Background: an optimization exercise with open tools, aiming at small area, a short achievable clock period and few clock cycles. Do not read the settings as production practice. Only simulation tests tie the RTL to the original design; equivalence was not proved. Power figures rest on the tool's default switching activity, not on a simulated workload.

Design CNN, start of the top module:
module CNN(
    input                       clk,
    input                       rst_n,
    input                       in_valid,
    input      signed [15:0]    in_data,
    input                       opt,
    output reg                  out_valid,
    output reg signed [15:0]    out_data
);
reg [15:0] ring [0:35];
reg [15:0] kr0, kr1, kr2, kr3, kr4, kr5, kr6, kr7, kr8;
reg [6:0] cnt;           
reg       opt_r;
integer n;
always @(posedge clk) begin
    ring[0] <= (cnt < 7'd36) ? in_data : ring[35];
    for (n = 1; n < 36; n = n + 1) ring[n] <= ring[n-1];
    if (cnt == 7'd36) kr0 <= in_data;
    if (cnt == 7'd37) kr1 <= in_data;
    if (cnt == 7'd38) kr2 <= in_data;
    if (cnt == 7'd39) kr3 <= in_data;
    if (cnt == 7'd40) kr4 <= in_data;
    if (cnt == 7'd41) kr5 <= in_data;
    if (cnt == 7'd42) kr6 <= in_data;
    if (cnt == 7'd43) kr7 <= in_data;
    if (cnt == 7'd44) kr8 <= in_data;
end
always @(posedge clk or negedge rst_n) begin
    if (!rst_n) begin
  ...
Size in the first run: ~5000 cells after synthesis, about 1100 flip-flops, ~37 I/O pins, ~0.061 mm^2 of cells after synthesis.
export LEC_CHECK = 0
export CAP_MARGIN = 20
export CORE_MARGIN = 2
export CORE_UTILIZATION = 40
export CTS_CLUSTER_DIAMETER = 100
export CTS_CLUSTER_SIZE = 25
export PLACE_DENSITY = 0.6
export SLEW_MARGIN = 20
export SYNTH_HIERARCHICAL = 1
export SYNTH_MINIMUM_KEEP_SIZE = 0
create_clock -name core_clock -period 14.0 [get_ports {clk}]
standard.sh (not shown) runs the stock make flow with config.mk's settings and CLKGATE_MAP_FILE= SYNTH_SCRIPT=/design/flow/synth_recipe.tcl, a recipe that flattens the netlist after the stock synthesis.
==> flow/flow/run.sh <==
#!/bin/bash
# Standard ORFS layout, with faster port buffers and timing repair aimed
# below the clock period.
set -euo pipefail
bash standard.sh SETUP_SLACK_MARGIN=10.2 CTS_BUF_DISTANCE=120 "BUFFER_PORTS_ARGS=-buffer_cell sky130_fd_sc_hd__buf_2" finish > make.log 2>&1
Testbench counts at the start, summed over its fixed seeds: cycles 13,248.
Next try:
==> flow/flow/run.sh (replaced) <==
#!/bin/bash
# Standard ORFS layout, with faster port buffers and timing repair aimed
# below the clock period.
set -euo pipefail
bash standard.sh SETUP_SLACK_MARGIN=10 "BUFFER_PORTS_ARGS=-buffer_cell sky130_fd_sc_hd__buf_2" finish > make.log 2>&1
--- a/flow/config.mk
+++ b/flow/config.mk
@@ -9,6 +9,4 @@
 export CORE_MARGIN = 2
-export CORE_UTILIZATION = 40
-export CTS_CLUSTER_DIAMETER = 100
-export CTS_CLUSTER_SIZE = 25
-export PLACE_DENSITY = 0.6
+export CORE_UTILIZATION = 50
+export PLACE_DENSITY = 0.65
 export SLEW_MARGIN = 20
After rerunning: First-iteration DRC count drops by 2.0%; routed wire length drops by 1.7%; worst setup slack is better by 35 ps.
Next try:
--- a/flow/config.mk
+++ b/flow/config.mk
@@ -9,4 +9,4 @@
 export CORE_MARGIN = 2
-export CORE_UTILIZATION = 50
-export PLACE_DENSITY = 0.65
+export CORE_UTILIZATION = 40
+export PLACE_DENSITY = 0.6
 export SLEW_MARGIN = 20
Cell area climbs by 0.59%.
Critical path depth does not change.
Utilization drops by 11 points.
Setup slack gets worse by 37 ps.
Final cell count climbs by 6.1%.
Power hardly moves.
Routed wire length climbs by 1.6%.
Synthesized area is unchanged.
Clock-buffer cell count drops by 1.
Next try:
--- a/flow/config.mk
+++ b/flow/config.mk
@@ -10,2 +10,4 @@
 export CORE_UTILIZATION = 40
+export CTS_CLUSTER_DIAMETER = 60
+export CTS_CLUSTER_SIZE = 30
 export PLACE_DENSITY = 0.6
After rerunning: Routed wire length goes down slightly; die area stays the same; global-route usage barely changes; non-clock buffer count goes up by 13; design area goes down slightly; total power goes down slightly; flip-flop and latch count is unchanged; clock skew goes down by 13 ps.
Next try:
--- a/flow/config.mk
+++ b/flow/config.mk
@@ -7,2 +7,3 @@
 export LEC_CHECK = 0
+export ABC_AREA = 1
 export CAP_MARGIN = 20
@@ -10,4 +11,4 @@
 export CORE_UTILIZATION = 40
-export CTS_CLUSTER_DIAMETER = 60
-export CTS_CLUSTER_SIZE = 30
+export CTS_CLUSTER_DIAMETER = 100
+export CTS_CLUSTER_SIZE = 25
 export PLACE_DENSITY = 0.6
The changed run went through all stages and came out clean.
First-iteration DRC count fell by 3.2%.
Area after synthesis rose by 5.8%.
Clock skew rose by 17 ps.
Flip-flop and latch count does not change.
Power fell by 6.9%.
Routed wire length rose by 5.4%.
Non-clock buffer count rose by 27.
Die area rose by 5.7%.
Worst setup slack is worse by 42 ps.
Count of clock-buffer cells in the layout fell by 27.
Critical path depth is unchanged.
Next try:
==> flow/flow/run.sh (replaced) <==
#!/bin/bash
# Standard ORFS layout, with faster port buffers and timing repair aimed
# below the clock period.
set -euo pipefail
bash standard.sh SETUP_SLACK_MARGIN=10 CTS_BUF_DISTANCE=120 "BUFFER_PORTS_ARGS=-buffer_cell sky130_fd_sc_hd__buf_2" finish > make.log 2>&1
--- a/flow/config.mk
+++ b/flow/config.mk
@@ -7,3 +7,2 @@
 export LEC_CHECK = 0
-export ABC_AREA = 1
 export CAP_MARGIN = 20
The new run passed the timing, DRC and antenna checks.
Clock power barely changes.
Wire length goes down by 5.9%.
Worst hold slack barely changes.
Utilization goes down by 0.21 points.
Sequential power is about the same.
Count of clock-buffer cells in the layout goes up by 2.
Total power goes down by about 1.2%.
Clock skew goes down by 5.4 ps.
Worst setup slack gets better by 43 ps.
Critical path depth is unchanged.
First-iteration DRC count goes down by 10%.

* * *

before:
Starting RTL as in the previous note.
Settings: LEC_CHECK=0, CAP_MARGIN=20, CORE_MARGIN=2, CORE_UTILIZATION=40, CTS_CLUSTER_DIAMETER=100, CTS_CLUSTER_SIZE=25, PLACE_DENSITY=0.6, SLEW_MARGIN=20, SYNTH_HIERARCHICAL=1, SYNTH_MINIMUM_KEEP_SIZE=0; clock period 14.0 ns.
==> flow/flow/run.sh <==
#!/bin/bash
# Standard ORFS layout, with faster port buffers and timing repair aimed
# below the clock period.
set -euo pipefail
bash standard.sh SETUP_SLACK_MARGIN=9.85 "BUFFER_PORTS_ARGS=-buffer_cell sky130_fd_sc_hd__buf_2" finish > make.log 2>&1
Testbench counts of before, summed over its fixed seeds: cycles 13,248.
diff inputs: before => after
==> flow/flow/run.sh <==
#!/bin/bash
# Standard ORFS layout, with faster port buffers and timing repair aimed
# below the clock period.
set -euo pipefail
bash standard.sh SETUP_SLACK_MARGIN=10 "BUFFER_PORTS_ARGS=-buffer_cell sky130_fd_sc_hd__buf_2" finish > make.log 2>&1
==> results.txt <==
- From before to after the numbers moved as follows: post-layout net count went up about 1.1%, met2 track demand over resource held steady, shortest clock period the worst path allows after layout has decreased.
- On setup slack of the worst register-to-register path: between before and after, it ends up lower for before.
- before was smaller in final cell area than after.
- Per the comparison of after with before, number of vias per cell after detailed routing was more or less identical, sequential share of cell area -0.35 points.

-- re-timing with driven ports --
No port has a modelled driver above. Below, the same layouts with a new extraction and two added sets of constraints. Step 1, drivers: a clkbuf_16 drives clk and a buf_2 each remaining input, both assumed. Step 2 adds t to the input delays and takes it off the output delays; t is the mean of the earliest and latest rising clock arrival at the registers after step 1. Input paths then give back, and output paths get back, about the clock's delay inside the block. a / b / c = ideal / step 1 / step 2; a / b = the first two.
run	t (ns)	slack for setup (ns)	hold slack, ns	cell pins on the clock port's net
the first run of note 1	0.742	9.991 / 9.912 / 10.206	0.276 / 0.276 / 0.276	1
the second run of note 1	0.796	10.026 / 9.950 / 10.063	0.302 / 0.302 / 0.302	1
the third run of note 1	0.782	9.989 / 9.908 / 10.061	0.303 / 0.303 / 0.303	1
the fourth run of note 1	0.790	10.016 / 9.936 / 10.089	0.293 / 0.293 / 0.293	1
the fifth run of note 1	0.784	9.974 / 9.892 / 10.078	0.292 / 0.292 / 0.292	1
the sixth run of note 1	0.740	10.017 / 9.939 / 10.067	0.292 / 0.292 / 0.292	1
before	0.770	9.974 / 9.913 / 9.974	0.297 / 0.297 / 0.297	1
after	0.771	9.989 / 9.913 / 10.060	0.296 / 0.296 / 0.296	1
After both steps setup and hold are still met in every run listed.
